What follows belongs to an exercise in optimizing a design on an open flow for small area; a production flow would make more cautious choices. In this exercise RTL edits were held to simulation tests only and were not proved equivalent to the original. Power is estimated from default activity; no workload was simulated.

## linked_list
module linked_list (
    input wire clk,
    input wire btnC,
    input [15:0] sw,
    output [3:0] an,
    output [6:0] seg,
    output reg [1:0] led
    );
    localparam [1:0] S_IDLE = 2'd0, S_PEND = 2'd1, S_SRCH = 2'd2, S_TRAV = 2'd3;
    wire [7:0] in_data = sw[7:0];
    wire [2:0] op = sw[15:13];
    reg [3:0] db_cnt;
    reg db_state;
    reg btnc_del;
    reg [2:0] op_prev;
    always @(posedge clk) begin
        if (btnC != db_state) begin
            db_cnt <= db_cnt + 1'b1;
            if (&db_cnt) begin
                db_state <= btnC;
                db_cnt <= 4'd0;
            end
        end else begin
            db_cnt <= 4'd0;
        end
        btnc_del <= db_state;
        op_prev <= op;
    end
    wire clr = db_state & ~btnc_del;
    wire op_new = (|(op & ~op_prev)) & op[2];
    reg [1:0] st;
    reg [1:0] opd;           
    reg [4:0] h;             
    reg [5:0] len;           
    reg [5:0] k;             
    reg [3:0] dc;            
    reg en;                  
    reg en_d;                
    reg [7:0] R [0:31];
    wire full = len[5];
    wire empty = (len == 6'd0);
    wire [4:0] addr = h + k[4:0];
    wire [5:0] k1 = k + 1'b1;
    wire [31:0] a_eq, h_eq;
    genvar gi;
    generate
        for (gi = 0; gi < 32; gi = gi + 1) begin : g_dec
            assign a_eq[gi] = (gi == addr);
            assign h_eq[gi] = (gi == h);
        end
    endgenerate
    reg [7:0] rd;
    integer j;
    always @(*) begin
        rd = 8'd0;
        for (j = 0; j < 32; j = j + 1)
            rd = rd | (R[j] & {8{a_eq[j]}});
    end
    wire kend = (k == len);
    wire match = (rd == in_data);
    wire ins_go = (st == S_PEND) & ~opd[1] & ~full;
    wire del_go = (st == S_SRCH) & ~kend & match;
    wire wrap = ({1'b0, h} + {1'b0, k[4:0]}) >> 5;
    wire [32:0] pchain;
    assign pchain[0] = wrap;
    generate
        for (gi = 0; gi < 32; gi = gi + 1) begin : g_pre
  ...
Size in the first run: about 2000 cells after synthesis, roughly 310 flip-flops, roughly 0.016 mm² of cells after synthesis.
Settings: LEC_CHECK=0, ABC_AREA=1, CAP_MARGIN=20, CORE_MARGIN=2, CORE_UTILIZATION=30, CTS_BUF_LIST=sky130_fd_sc_hd__clkbuf_4, PLACE_DENSITY=0.5, SLEW_MARGIN=20; clock period 8.0 ns.
run.sh (not shown) runs the stock make flow with config.mk's settings and CLKGATE_MAP_FILE= SYNTH_SCRIPT=/design/flow/synth_recipe.tcl, a recipe that flattens the netlist after the stock synthesis.
The starting point completed with no timing, DRC or antenna violations.
Then changed:
==> flow/flow/run.sh (new file) <==
#!/bin/bash
# The standard flow, except that ABC maps the logic with the area-oriented
# script flow/abc_area_min.script. Every Yosys step before ABC, and so every
# register, is the standard synthesis's.
set -euo pipefail
W=$(pwd)
sed "s|source \$::env(SCRIPTS_DIR)/synth.tcl|source $W/my_synth.tcl|" synth_recipe.tcl > my_synth_recipe.tcl
grep -q "my_synth.tcl" my_synth_recipe.tcl
sed "s|log_cmd abc {\*}\$abc_args|log_cmd abc -script $W/flow/abc_area_min.script {*}\$lib_args {*}\$lib_dont_use_args|" "$FLOW_HOME/scripts/synth.tcl" > my_synth.tcl
grep -q "abc_area_min" my_synth.tcl
sed "s|SYNTH_SCRIPT=[^ ]*|SYNTH_SCRIPT=$W/my_synth_recipe.tcl|" standard.sh > my_standard.sh
grep -q "my_synth_recipe" my_standard.sh
bash my_standard.sh > flow_make.log 2>&1
==> flow/flow/abc_area_min.script (new file) <==
&get -n
&st
&dch
&nf -R 1000 -p
&st
&syn2
&dch
&nf -R 1000 -p
&st
&dch -f
&nf -R 1000 -p
&put
==> flow/standard.sh (new file) <==
#!/bin/bash
# synth_recipe.tcl (not shown) runs the flow's synth.tcl, then flattens the netlist and writes it again
# the make line also repeats each setting of config.mk as NAME=value (left out here)
make -C /OpenROAD-flow-scripts/flow DESIGN_CONFIG=/design/flow/config.mk WORK_HOME=/design/flow/orfs CLKGATE_MAP_FILE= SYNTH_SCRIPT=/design/flow/synth_recipe.tcl "${@:-finish}"
- ABC_AREA: 1 -> unset
- CTS_BUF_LIST: sky130_fd_sc_hd__clkbuf_4 -> unset
removed: flow/run.sh
Effect: Maximum frequency decreases by 4.1%; final cell count falls by 10%; wire length rose by 22%; via count drops by 0.58%; global-route usage goes up by 6.2 points; setup slack degrades by 0.32 ns; die area went down by 9.0%; sequential share of layout area is higher by 1.3 points; utilization increases by 2.2 points; hold slack gets worse by 0.050 ns.

* * *

job 9963:
linked_list, a different RTL version from the one above (not shown whole).
Size in the first run: ~310 flip-flops, ~31 I/O pins.
Settings: LEC_CHECK=0, CAP_MARGIN=5, CORE_MARGIN=2, CORE_UTILIZATION=65, GPL_TIMING_DRIVEN=0, PLACE_DENSITY=0.75, SLEW_MARGIN=5; clock period 8.0 ns.
standard.sh (not shown) runs the stock make flow with config.mk's settings and CLKGATE_MAP_FILE= SYNTH_SCRIPT=/design/flow/synth_recipe.tcl, a recipe that flattens the netlist after the stock synthesis.
==> flow/flow/run.sh <==
#!/bin/bash
# The standard flow (standard.sh), with these changes:
#  - ABC maps the logic with the area-oriented script flow/abc_area_min.script
#    (a time-limited &deepsyn, then &nf) in place of ORFS's abc script, and
#    adders are left to ABC too (no ADDER_MAP_FILE); every Yosys step that maps registers is the standard
#    synthesis's, so the registers are the same;
#  - the port buffers are buf_1 cells;
#  - clock tree synthesis uses clkbuf_8 buffers, sink clusters of at most 20
#    flip-flops and no dummy loads.
# Each tool's output is in orfs/logs/ (ORFS's own per-step logs) and make's in
# flow_make.log.
set -euo pipefail
W=$(pwd)
sed "s|source \$::env(SCRIPTS_DIR)/synth.tcl|source $W/my_synth.tcl|" synth_recipe.tcl > my_synth_recipe.tcl
grep -q "my_synth.tcl" my_synth_recipe.tcl
sed "s|^  log_cmd abc {\*}\$abc_args$|  log_cmd abc -script $W/flow/abc_area_min.script {*}\$lib_args {*}\$lib_dont_use_args|" "$FLOW_HOME/scripts/synth.tcl" > my_synth.tcl
grep -q "abc_area_min" my_synth.tcl
sed "s|SYNTH_SCRIPT=[^ ]*|SYNTH_SCRIPT=$W/my_synth_recipe.tcl ADDER_MAP_FILE=|" standard.sh > my_standard.sh
grep -q "my_synth_recipe" my_standard.sh
export BUFFER_PORTS_ARGS="-buffer_cell sky130_fd_sc_hd__buf_1"
export CTS_ARGS="-sink_clustering_enable -repair_clock_nets -dont_use_dummy_load -buf_list sky130_fd_sc_hd__clkbuf_8 -sink_clustering_size 20 -sink_clustering_max_diameter 60"
bash my_standard.sh > flow_make.log 2>&1
==> flow/flow/abc_area_min.script <==
&get -n
&st
&deepsyn -T 60
&st
&dch
&nf -R 1000 -p
&st
&dch -f
&nf -R 1000 -p
&put
The inputs of job 6877 differ from those of job 9963 as listed below.
- CAP_MARGIN: 5 -> 0
- SLEW_MARGIN: 5 -> 0
- PLACE_DENSITY: 0.75 -> 0.85
- CORE_UTILIZATION: 65 -> 75
-- flow/flow/run.sh --
<<< job 9963, line 3
#  - ABC maps the logic with the area-oriented script flow/abc_area_min.script
#    (a time-limited &deepsyn, then &nf) in place of ORFS's abc script, and
#    adders are left to ABC too (no ADDER_MAP_FILE); every Yosys step that maps registers is the standard
#    synthesis's, so the registers are the same;
>>> job 6877, line 3
#  - ABC maps the logic with the area-oriented script flow/abc_area_min.script
#    (&deepsyn, which stops after 50 steps without a gain, then &nf) in place
#    of ORFS's abc script, and adders are left to ABC too (no
#    ADDER_MAP_FILE); every Yosys step that maps registers is the standard
#    synthesis's, so the registers are the same;
==> flow/flow/abc_area_min.script <==
&get -n
&st
&deepsyn -J 50 -T 300
&st
&dch
&nf -R 1000 -p
&st
&dch -f
&nf -R 1000 -p
&put
--- outcome ---
Job 6877 finished every stage and its layout cleared the timing, design-rule and antenna checks.
Job 6877: count of TritonRoute iterations in the first routing pass lower than job 9963
Wire: job 6877 routes more than job 9963
Cells: job 6877 has fewer instances than job 9963
Sort job 9963 and job 6877 by maximum single-stage delay on the critical path asc -> top: job 9963
Edits applied to the flow inputs when going from job 6877 to job 2430:
- swapping 0.85 for 0.75 in PLACE_DENSITY
- swapping 0 for 5 in CAP_MARGIN
- swapping 0 for 5 in SLEW_MARGIN
- swapping 75 for 65 in CORE_UTILIZATION
-- flow/flow/run.sh --
<<< job 6877, line 8
#  - the port buffers are buf_1 cells;
#  - clock tree synthesis uses clkbuf_8 buffers, sink clusters of at most 20
#    flip-flops and no dummy loads.
>>> job 2430, line 8
#  - the port buffers are buf_1 cells;
#  - clock tree synthesis uses clkbuf_8 buffers, sink clusters of at most 16
#    flip-flops and no dummy loads.
<<< job 6877, line 21
export BUFFER_PORTS_ARGS="-buffer_cell sky130_fd_sc_hd__buf_1"
export CTS_ARGS="-sink_clustering_enable -repair_clock_nets -dont_use_dummy_load -buf_list sky130_fd_sc_hd__clkbuf_8 -sink_clustering_size 20 -sink_clustering_max_diameter 60"
bash my_standard.sh > flow_make.log 2>&1
>>> job 2430, line 21
export BUFFER_PORTS_ARGS="-buffer_cell sky130_fd_sc_hd__buf_1"
export CTS_ARGS="-sink_clustering_enable -repair_clock_nets -dont_use_dummy_load -buf_list sky130_fd_sc_hd__clkbuf_8 -sink_clustering_size 16 -sink_clustering_max_diameter 60"
bash my_standard.sh > flow_make.log 2>&1
==> results.txt <==
Higher die span in x was reported by job 2430, not job 6877.
Job 6877 -> job 2430: static leakage power increased by a few percent
Higher post-route core utilization among job 2430 and job 6877: job 6877
Diff job 6877 -> job 2430 | reported net switching power | decrease of 0.060 mW
[job 2430 vs job 6877] design internal power: higher in job 2430
As of job 2430, global-route wire length before repair had risen slightly compared to job 6877.
Relative to job 6877, share of final layout cell area taken by non-clock buffers has gone up in job 2430.
The run showing the greater via count is job 6877.
Max worst hold slack across all endpoints across job 2430 and job 6877: job 2430
Summary of job 2430 over job 6877: longest individual stage delay on the worst path stayed essentially flat; number of buffers created by CTS shows an increase of about 20%.
Input-level comparison between job 7501 and job 2430:
- a change of CORE_UTILIZATION from 65 to 75
- a change of CAP_MARGIN from 5 to 0
- a change of SLEW_MARGIN from 5 to 0
- a change of PLACE_DENSITY from 0.75 to 0.85
-- flow/flow/run.sh --
<<< job 2430, line 8
#  - the port buffers are buf_1 cells;
#  - clock tree synthesis uses clkbuf_8 buffers, sink clusters of at most 16
#    flip-flops and no dummy loads.
>>> job 7501, line 8
#  - the port buffers are buf_1 cells;
#  - repair may resize a gate to any drive strength (MATCH_CELL_FOOTPRINT=0);
#  - clock tree synthesis uses clkbuf_8 buffers, sink clusters of at most 20
#    flip-flops and no dummy loads.
<<< job 2430, line 18
grep -q "abc_area_min" my_synth.tcl
sed "s|SYNTH_SCRIPT=[^ ]*|SYNTH_SCRIPT=$W/my_synth_recipe.tcl ADDER_MAP_FILE=|" standard.sh > my_standard.sh
grep -q "my_synth_recipe" my_standard.sh
export BUFFER_PORTS_ARGS="-buffer_cell sky130_fd_sc_hd__buf_1"
export CTS_ARGS="-sink_clustering_enable -repair_clock_nets -dont_use_dummy_load -buf_list sky130_fd_sc_hd__clkbuf_8 -sink_clustering_size 16 -sink_clustering_max_diameter 60"
bash my_standard.sh > flow_make.log 2>&1
>>> job 7501, line 19
grep -q "abc_area_min" my_synth.tcl
sed "s|SYNTH_SCRIPT=[^ ]*|SYNTH_SCRIPT=$W/my_synth_recipe.tcl ADDER_MAP_FILE= MATCH_CELL_FOOTPRINT=0|" standard.sh > my_standard.sh
grep -q "my_synth_recipe" my_standard.sh
export BUFFER_PORTS_ARGS="-buffer_cell sky130_fd_sc_hd__buf_1"
export CTS_ARGS="-sink_clustering_enable -repair_clock_nets -dont_use_dummy_load -buf_list sky130_fd_sc_hd__clkbuf_8 -sink_clustering_size 20 -sink_clustering_max_diameter 60"
bash my_standard.sh > flow_make.log 2>&1
==> results.txt <==
Job 7501 went all the way through synthesis, placement and routing and the layout is clean on timing, DRC and antenna.
Job 7501 vs job 2430 — cell total after placement dropped 28.
Job 7501 vs job 2430 — cell count dropped 32.
In job 7501 relative to job 2430, layout buffer count excluding clock buffers had gone down by more than a quarter.
Max share of final layout cell area taken by clock buffers and inverters across job 7501 and job 2430: job 2430
Share of the clock period used by the worst path after layout across job 7501 and job 2430: no real change.
Diff job 7501..job 2430 | number of setup violations in the final report | negligible

* * *

== v1 ==
The RTL this note starts from:
==> flow/design.v <==
`timescale 1ns / 1ps
module linked_list (
    input wire clk,
    input wire btnC,
    input [15:0] sw,
    output [3:0] an,
    output [6:0] seg,
    output reg [1:0] led
    );
    localparam [1:0] S_IDLE = 2'd0, S_PEND = 2'd1, S_SRCH = 2'd2, S_TRAV = 2'd3;
    wire [7:0] in_data = sw[7:0];
    wire [2:0] op = sw[15:13];
    reg [3:0] db_cnt;
    reg db_state;
    reg btnc_del;
    reg [2:0] op_prev;
    always @(posedge clk) begin
        if (btnC != db_state) begin
            db_cnt <= db_cnt + 1'b1;
            if (&db_cnt) begin
                db_state <= btnC;
                db_cnt <= 4'd0;
            end
        end else begin
            db_cnt <= 4'd0;
        end
        btnc_del <= db_state;
        op_prev <= op;
    end
    wire clr = db_state & ~btnc_del;
    wire op_new = (|(op & ~op_prev)) & op[2];
    reg [1:0] st;
    reg [1:0] opd;           
    reg [4:0] h;             
    reg [4:0] t;             
    reg full;                
    reg [4:0] p;             
    reg [3:0] dc;            
    reg en;                  
    reg en_d;                
    reg [7:0] c;             
    reg [7:0] R [0:31];
    wire empty = (h == t) & ~full;
    wire [4:0] addr = p;
    wire [4:0] p1 = p + 1'b1;
    wire [31:0] a_eq;
    genvar gi;
    generate
        for (gi = 0; gi < 32; gi = gi + 1) begin : g_dec
            assign a_eq[gi] = (gi == addr);
        end
    endgenerate
    reg [7:0] rd;
    integer j;
    always @(*) begin
        rd = 8'd0;
        for (j = 0; j < 32; j = j + 1)
            rd = rd | (R[j] & {8{a_eq[j]}});
    end
    wire kend = (p == t) & ~(full & dc[0]);
    wire match = (rd == in_data);
    wire ins_go = (st == S_PEND) & ~opd[1] & ~full;
    wire srch = (st == S_SRCH);
    wire [7:0] wbus = srch ? c : in_data;
    generate
        for (gi = 0; gi < 32; gi = gi + 1) begin : g_slot
            always @(posedge clk)
                if ((ins_go | srch) & a_eq[gi])
                    R[gi] <= wbus;
        end
    endgenerate
    always @(posedge clk) begin
        en_d <= en;
        c <= rd;
        if (dc == 4'd0 && en)
            p <= p1;
        if (clr) begin
            t <= h;
            full <= 1'b0;
            led <= 2'b00;
            en <= 1'b0;
            dc <= 4'd0;
            st <= S_IDLE;
        end else begin
            case (st)
                S_IDLE: begin
                    if (op_new) begin
                        st <= S_PEND;
                        opd <= op[1:0];
                        case (op[1:0])
                            2'b01: p <= t;
                            2'b10: p <= h;
                            default: p <= h - 1'b1;
                        endcase
                    end
                end
                S_PEND: begin
                    st <= S_IDLE;
                    case (opd)
                        2'b00, 2'b01: begin
                            if (full)
                                led[0] <= 1'b1;
                            else begin
                                led <= 2'b00;
                                if (~opd[0]) begin
                                    h <= p;
                                    full <= (p == t);
                                end else begin
                                    t <= p1;
                                    full <= (p1 == h);
                                end
                            end
                        end
                        2'b10: begin
                            dc[0] <= 1'b1;
                            if (empty)
                                led[1] <= 1'b1;
                            else begin
                                led[1] <= 1'b0;
                                st <= S_SRCH;
                            end
                        end
                        2'b11: begin
                            dc <= 4'd0;
                            if (empty)
                                led[1] <= 1'b1;
                            else begin
                                led[1] <= 1'b0;
                                st <= S_TRAV;
                            end
                        end
                    endcase
                end
                S_SRCH: begin
                    if (kend) begin
                        st <= S_IDLE;
                        h <= h + 1'b1;
                        t <= p1;
                    end else if (match) begin
                        st <= S_IDLE;
                        led[0] <= 1'b0;
                        h <= h + 1'b1;
                        full <= 1'b0;
                    end else begin
                        p <= p1;
                        dc[0] <= 1'b0;
                    end
                end
                S_TRAV: begin
                    if (dc == 4'd10) begin
                        dc <= 4'd0;
                        if (p1 == t && (en || !full)) begin
                            en <= 1'b0;
                            st <= S_IDLE;
                        end else
                            en <= 1'b1;
                    end else
                        dc <= dc + 1'b1;
                end
            endcase
        end
    end
    function [6:0] hex2seg(input [3:0] x);
        case (x)
            4'h0: hex2seg = 7'b1000000;
            4'h1: hex2seg = 7'b1111001;
            4'h2: hex2seg = 7'b0100100;
            4'h3: hex2seg = 7'b0110000;
            4'h4: hex2seg = 7'b0011001;
            4'h5: hex2seg = 7'b0010010;
            4'h6: hex2seg = 7'b0000010;
            4'h7: hex2seg = 7'b1111000;
            4'h8: hex2seg = 7'b0000000;
            4'h9: hex2seg = 7'b0010000;
            4'hA: hex2seg = 7'b0001000;
            4'hB: hex2seg = 7'b0000011;
            4'hC: hex2seg = 7'b1000110;
            4'hD: hex2seg = 7'b0100001;
            4'hE: hex2seg = 7'b0000110;
            default: hex2seg = 7'b0001110;
        endcase
    endfunction
    reg [2:0] ph;            
    reg c3;                  
    reg done;                
    reg [6:0] seg_r;
    wire [1:0] digit = ph[2:1];
    always @(posedge clk or posedge btnC) begin
        if (btnC) begin
            ph <= 3'd0;
            c3 <= 1'b0;
            done <= 1'b0;
            seg_r <= 7'b1111111;
        end else begin
            ph <= ph + 1'b1;
            if (ph == 3'd7)
                c3 <= 1'b1;
            if (c3 && ph == 3'd3)
                done <= 1'b1;
            if (ph[0]) begin
                if (!done) begin
                    case (digit)
                        2'd0: seg_r <= 7'b0000111;
                        2'd1: seg_r <= 7'b0010010;
                        2'd2: seg_r <= 7'b0101111;
                        default: seg_r <= 7'b0111111;
                    endcase
                end else if (digit[1] | ~en_d)
                    seg_r <= 7'b1111111;
                else
                    seg_r <= hex2seg(digit[0] ? rd[7:4] : rd[3:0]);
            end
        end
    end
    wire started = c3 | ph[2] | ph[1];
    wire [1:0] shown = digit - 1'b1;
    assign an = started ? ~(4'b0001 << shown) : 4'b1111;
    assign seg = seg_r;
endmodule
clock: 8.0 ns
lec_check: 0
cap_margin: 5
core_margin: 2
core_utilization: 65
gpl_timing_driven: 0
place_density: 0.75
slew_margin: 5
==> flow/flow/run.sh <==
#!/bin/bash
# The standard flow (standard.sh), with these changes:
#  - ABC maps the logic with the area-oriented script flow/abc_area_min.script
#    in place of ORFS's abc script, and adders are left to ABC too (no
#    ADDER_MAP_FILE); every Yosys step that maps registers is the standard
#    synthesis's, so the registers are the same;
#  - the port buffers are buf_1 cells;
#  - clock tree synthesis uses clkbuf_8 buffers, sink clusters of at most 20
#    flip-flops and no dummy loads.
# Each tool's output is in orfs/logs/ (ORFS's own per-step logs) and make's in
# flow_make.log.
set -euo pipefail
W=$(pwd)
sed "s|source \$::env(SCRIPTS_DIR)/synth.tcl|source $W/my_synth.tcl|" synth_recipe.tcl > my_synth_recipe.tcl
grep -q "my_synth.tcl" my_synth_recipe.tcl
sed "s|^  log_cmd abc {\*}\$abc_args$|  log_cmd abc -script $W/flow/abc_area_min.script {*}\$lib_args {*}\$lib_dont_use_args|" "$FLOW_HOME/scripts/synth.tcl" > my_synth.tcl
grep -q "abc_area_min" my_synth.tcl
sed "s|SYNTH_SCRIPT=[^ ]*|SYNTH_SCRIPT=$W/my_synth_recipe.tcl ADDER_MAP_FILE=|" standard.sh > my_standard.sh
grep -q "my_synth_recipe" my_standard.sh
export BUFFER_PORTS_ARGS="-buffer_cell sky130_fd_sc_hd__buf_1"
export CTS_ARGS="-sink_clustering_enable -repair_clock_nets -dont_use_dummy_load -buf_list sky130_fd_sc_hd__clkbuf_8 -sink_clustering_size 20 -sink_clustering_max_diameter 60"
bash my_standard.sh > flow_make.log 2>&1
==> flow/flow/abc_area_min.script <==
&get -n
&st
&dch
&nf -R 1000 -p
&st
&syn2
&dch
&nf -R 1000 -p
&st
&dch -f
&nf -R 1000 -p
&put
## Diff of input files: v59 against v1
Settings: changing PLACE_DENSITY from 0.75 to 0.6; changing CORE_UTILIZATION from 65 to 50.
--- a/flow/flow/run.sh
+++ b/flow/flow/run.sh
@@ -8 +8 @@
-#  - clock tree synthesis uses clkbuf_8 buffers, sink clusters of at most 20
+#  - clock tree synthesis uses clkbuf_4 buffers, sink clusters of at most 12
Notes after the runs:
| number of well-tap cells placed | v59 vs v1 | 90 higher |
The required arrival time at the worst endpoint of v59 falls short of that of v1 by 0.03 ns.
Fraction of met1 tracks used by global routing down 8.2 points in v59 wrt v1
In the reports for v59 and v1, the larger clock period minus worst slack belongs to v59.
v59 ends up with a final total power that is 1.7% higher than in v1.
Growth of design area from synthesis to finish ended up 1.5 points higher on v59 than on v1.
Comparing v59 and v1, the higher total via count in the routed design was measured on v1.
Comparing v59 and v1, the higher share of layout cells above drive strength 1 is on v59.
Summary of v59 over v1: final area went up by 1.4%; total wire length rose by 5.5%; average size of a mapped cell stayed essentially flat.
Run comparison: v1 critical path endpoint h[2]$_DFFE_PP_; v59 critical path endpoint h[3]$_DFFE_PP_
Edits applied to the flow inputs when going from v59 to v15:
Settings: changing SLEW_MARGIN from 5 to 20; changing CAP_MARGIN from 5 to 20.
--- a/flow/flow/run.sh
+++ b/flow/flow/run.sh
@@ -4,5 +4,3 @@
-#    in place of ORFS's abc script, and adders are left to ABC too (no
-#    ADDER_MAP_FILE); every Yosys step that maps registers is the standard
-#    synthesis's, so the registers are the same;
-#  - the port buffers are buf_1 cells;
-#  - clock tree synthesis uses clkbuf_4 buffers, sink clusters of at most 12
+#    in place of ORFS's abc script; every Yosys step before ABC, and so every
+#    register, is the standard synthesis's;
+#  - clock tree synthesis uses clkbuf_8 buffers, sink clusters of at most 16
@@ -18 +16 @@
-sed "s|SYNTH_SCRIPT=[^ ]*|SYNTH_SCRIPT=$W/my_synth_recipe.tcl ADDER_MAP_FILE=|" standard.sh > my_standard.sh
+sed "s|SYNTH_SCRIPT=[^ ]*|SYNTH_SCRIPT=$W/my_synth_recipe.tcl|" standard.sh > my_standard.sh
@@ -20,2 +18 @@
-export BUFFER_PORTS_ARGS="-buffer_cell sky130_fd_sc_hd__buf_1"
-export CTS_ARGS="-sink_clustering_enable -repair_clock_nets -dont_use_dummy_load -buf_list sky130_fd_sc_hd__clkbuf_8 -sink_clustering_size 20 -sink_clustering_max_diameter 60"
+export CTS_ARGS="-sink_clustering_enable -repair_clock_nets -dont_use_dummy_load -buf_list sky130_fd_sc_hd__clkbuf_8 -sink_clustering_size 16 -sink_clustering_max_diameter 60"
### Flow results
- Number of stages on the worst setup path (higher): v59
- Diff v59 -> v15: met2 track demand over resource went up, cell count went up 22, worst IR drop on VDD has increased, total length of routed wires now larger, count of inverters not on the clock network in the layout went up.
- The higher global-route usage came out of v15.
- Compared with v59, in v15 die height picked up an extra 1.3%, post-route standard cell area excluding fillers rose by 660 sq um.
- The higher clock share of power came out of v59.
Setup changes, v15 to v7
Settings: CAP_MARGIN: 20 -> 5; SLEW_MARGIN: 20 -> 5.
--- a/flow/flow/run.sh
+++ b/flow/flow/run.sh
@@ -4,3 +4,5 @@
-#    in place of ORFS's abc script; every Yosys step before ABC, and so every
-#    register, is the standard synthesis's;
-#  - clock tree synthesis uses clkbuf_8 buffers, sink clusters of at most 16
+#    in place of ORFS's abc script, and adders are left to ABC too (no
+#    ADDER_MAP_FILE); every Yosys step that maps registers is the standard
+#    synthesis's, so the registers are the same;
+#  - the port buffers are buf_1 cells;
+#  - clock tree synthesis uses clkbuf_8 buffers, sink clusters of at most 20
@@ -16 +18 @@
-sed "s|SYNTH_SCRIPT=[^ ]*|SYNTH_SCRIPT=$W/my_synth_recipe.tcl|" standard.sh > my_standard.sh
+sed "s|SYNTH_SCRIPT=[^ ]*|SYNTH_SCRIPT=$W/my_synth_recipe.tcl ADDER_MAP_FILE=|" standard.sh > my_standard.sh
@@ -18 +20,2 @@
-export CTS_ARGS="-sink_clustering_enable -repair_clock_nets -dont_use_dummy_load -buf_list sky130_fd_sc_hd__clkbuf_8 -sink_clustering_size 16 -sink_clustering_max_diameter 60"
+export BUFFER_PORTS_ARGS="-buffer_cell sky130_fd_sc_hd__buf_1"
+export CTS_ARGS="-sink_clustering_enable -repair_clock_nets -dont_use_dummy_load -buf_list sky130_fd_sc_hd__clkbuf_8 -sink_clustering_size 20 -sink_clustering_max_diameter 60"
Results
Both conditions hold for v7: the flow ran to the end and the final layout passed the timing, design-rule and antenna checks. Looking at final critical delay including setup and external delays, v7 sits below v15. Sort v7 and v15 by post-synthesis to final-layout area growth asc -> top: v7. Fill cell instance count of the final layout down about 1.4% in v7 wrt v15. Summary: with v15 as the reference, non-clock buffer count in v7 moved down by more than 10%. In the tables for v7 and v15, horizontal extent of the die reads higher with v15. Cell type of the slowest stage on the worst timing path: dfxtp_1 -> v7, or2_0 -> v15. Changes observed in v7 relative to v15: reported leakage power went down by 0.38 nW; reg2reg setup slack +0.44 ns.

-- afterwards: timing with drivers on the ports --
In the flow no input, the clock included, has a driving cell. The finished layouts below were timed again as built, in two steps. Step 1 (the two cells are an assumption about what drives the block):
set clk [get_ports {clk}]
set_driving_cell -lib_cell sky130_fd_sc_hd__clkbuf_16 $clk
set_driving_cell -lib_cell sky130_fd_sc_hd__buf_2 [delete_from_list [all_inputs] $clk]
Step 2 also shifts input and output timing later by t, the mid clock arrival at the registers, as if the neighbouring blocks saw the same clock. Three values: ideal ports, drivers, drivers and shift; two values: the first two.
| run | shift t [ns] | slack for setup (ns) | hold WS [ns] | cell pins on the clock port's net |
|---|---|---|---|---|
| the first run of note 1 | 0.851 | 0.609 / 0.609 / 0.609 | 0.425 / 0.425 / 0.425 | 1 |
| the second run of note 1 | 0.603 | 0.293 / 0.293 / 0.293 | 0.376 / 0.376 / 0.376 | 1 |
| job 9963 | 0.568 | 3.133 / 3.133 / 3.133 | 0.380 / 0.380 / 0.380 | 1 |
| job 6877 | 0.579 | 2.964 / 2.964 / 2.964 | 0.382 / 0.382 / 0.382 | 1 |
| job 2430 | 0.578 | 3.038 / 3.038 / 3.038 | 0.416 / 0.416 / 0.416 | 1 |
| job 7501 | 0.570 | 3.032 / 3.032 / 3.032 | 0.400 / 0.400 / 0.400 | 1 |
| v1 | 0.577 | 2.843 / 2.843 / 2.843 | 0.371 / 0.371 / 0.371 | 1 |
| v59 | 0.597 | 2.609 / 2.609 / 2.609 | 0.374 / 0.374 / 0.374 | 1 |
| v15 | 0.615 | 2.168 / 2.168 / 2.168 | 0.380 / 0.380 / 0.380 | 1 |
| v7 | 0.597 | 2.609 / 2.609 / 2.609 | 0.374 / 0.374 / 0.374 | 1 |
After both steps every run listed still meets setup and hold.
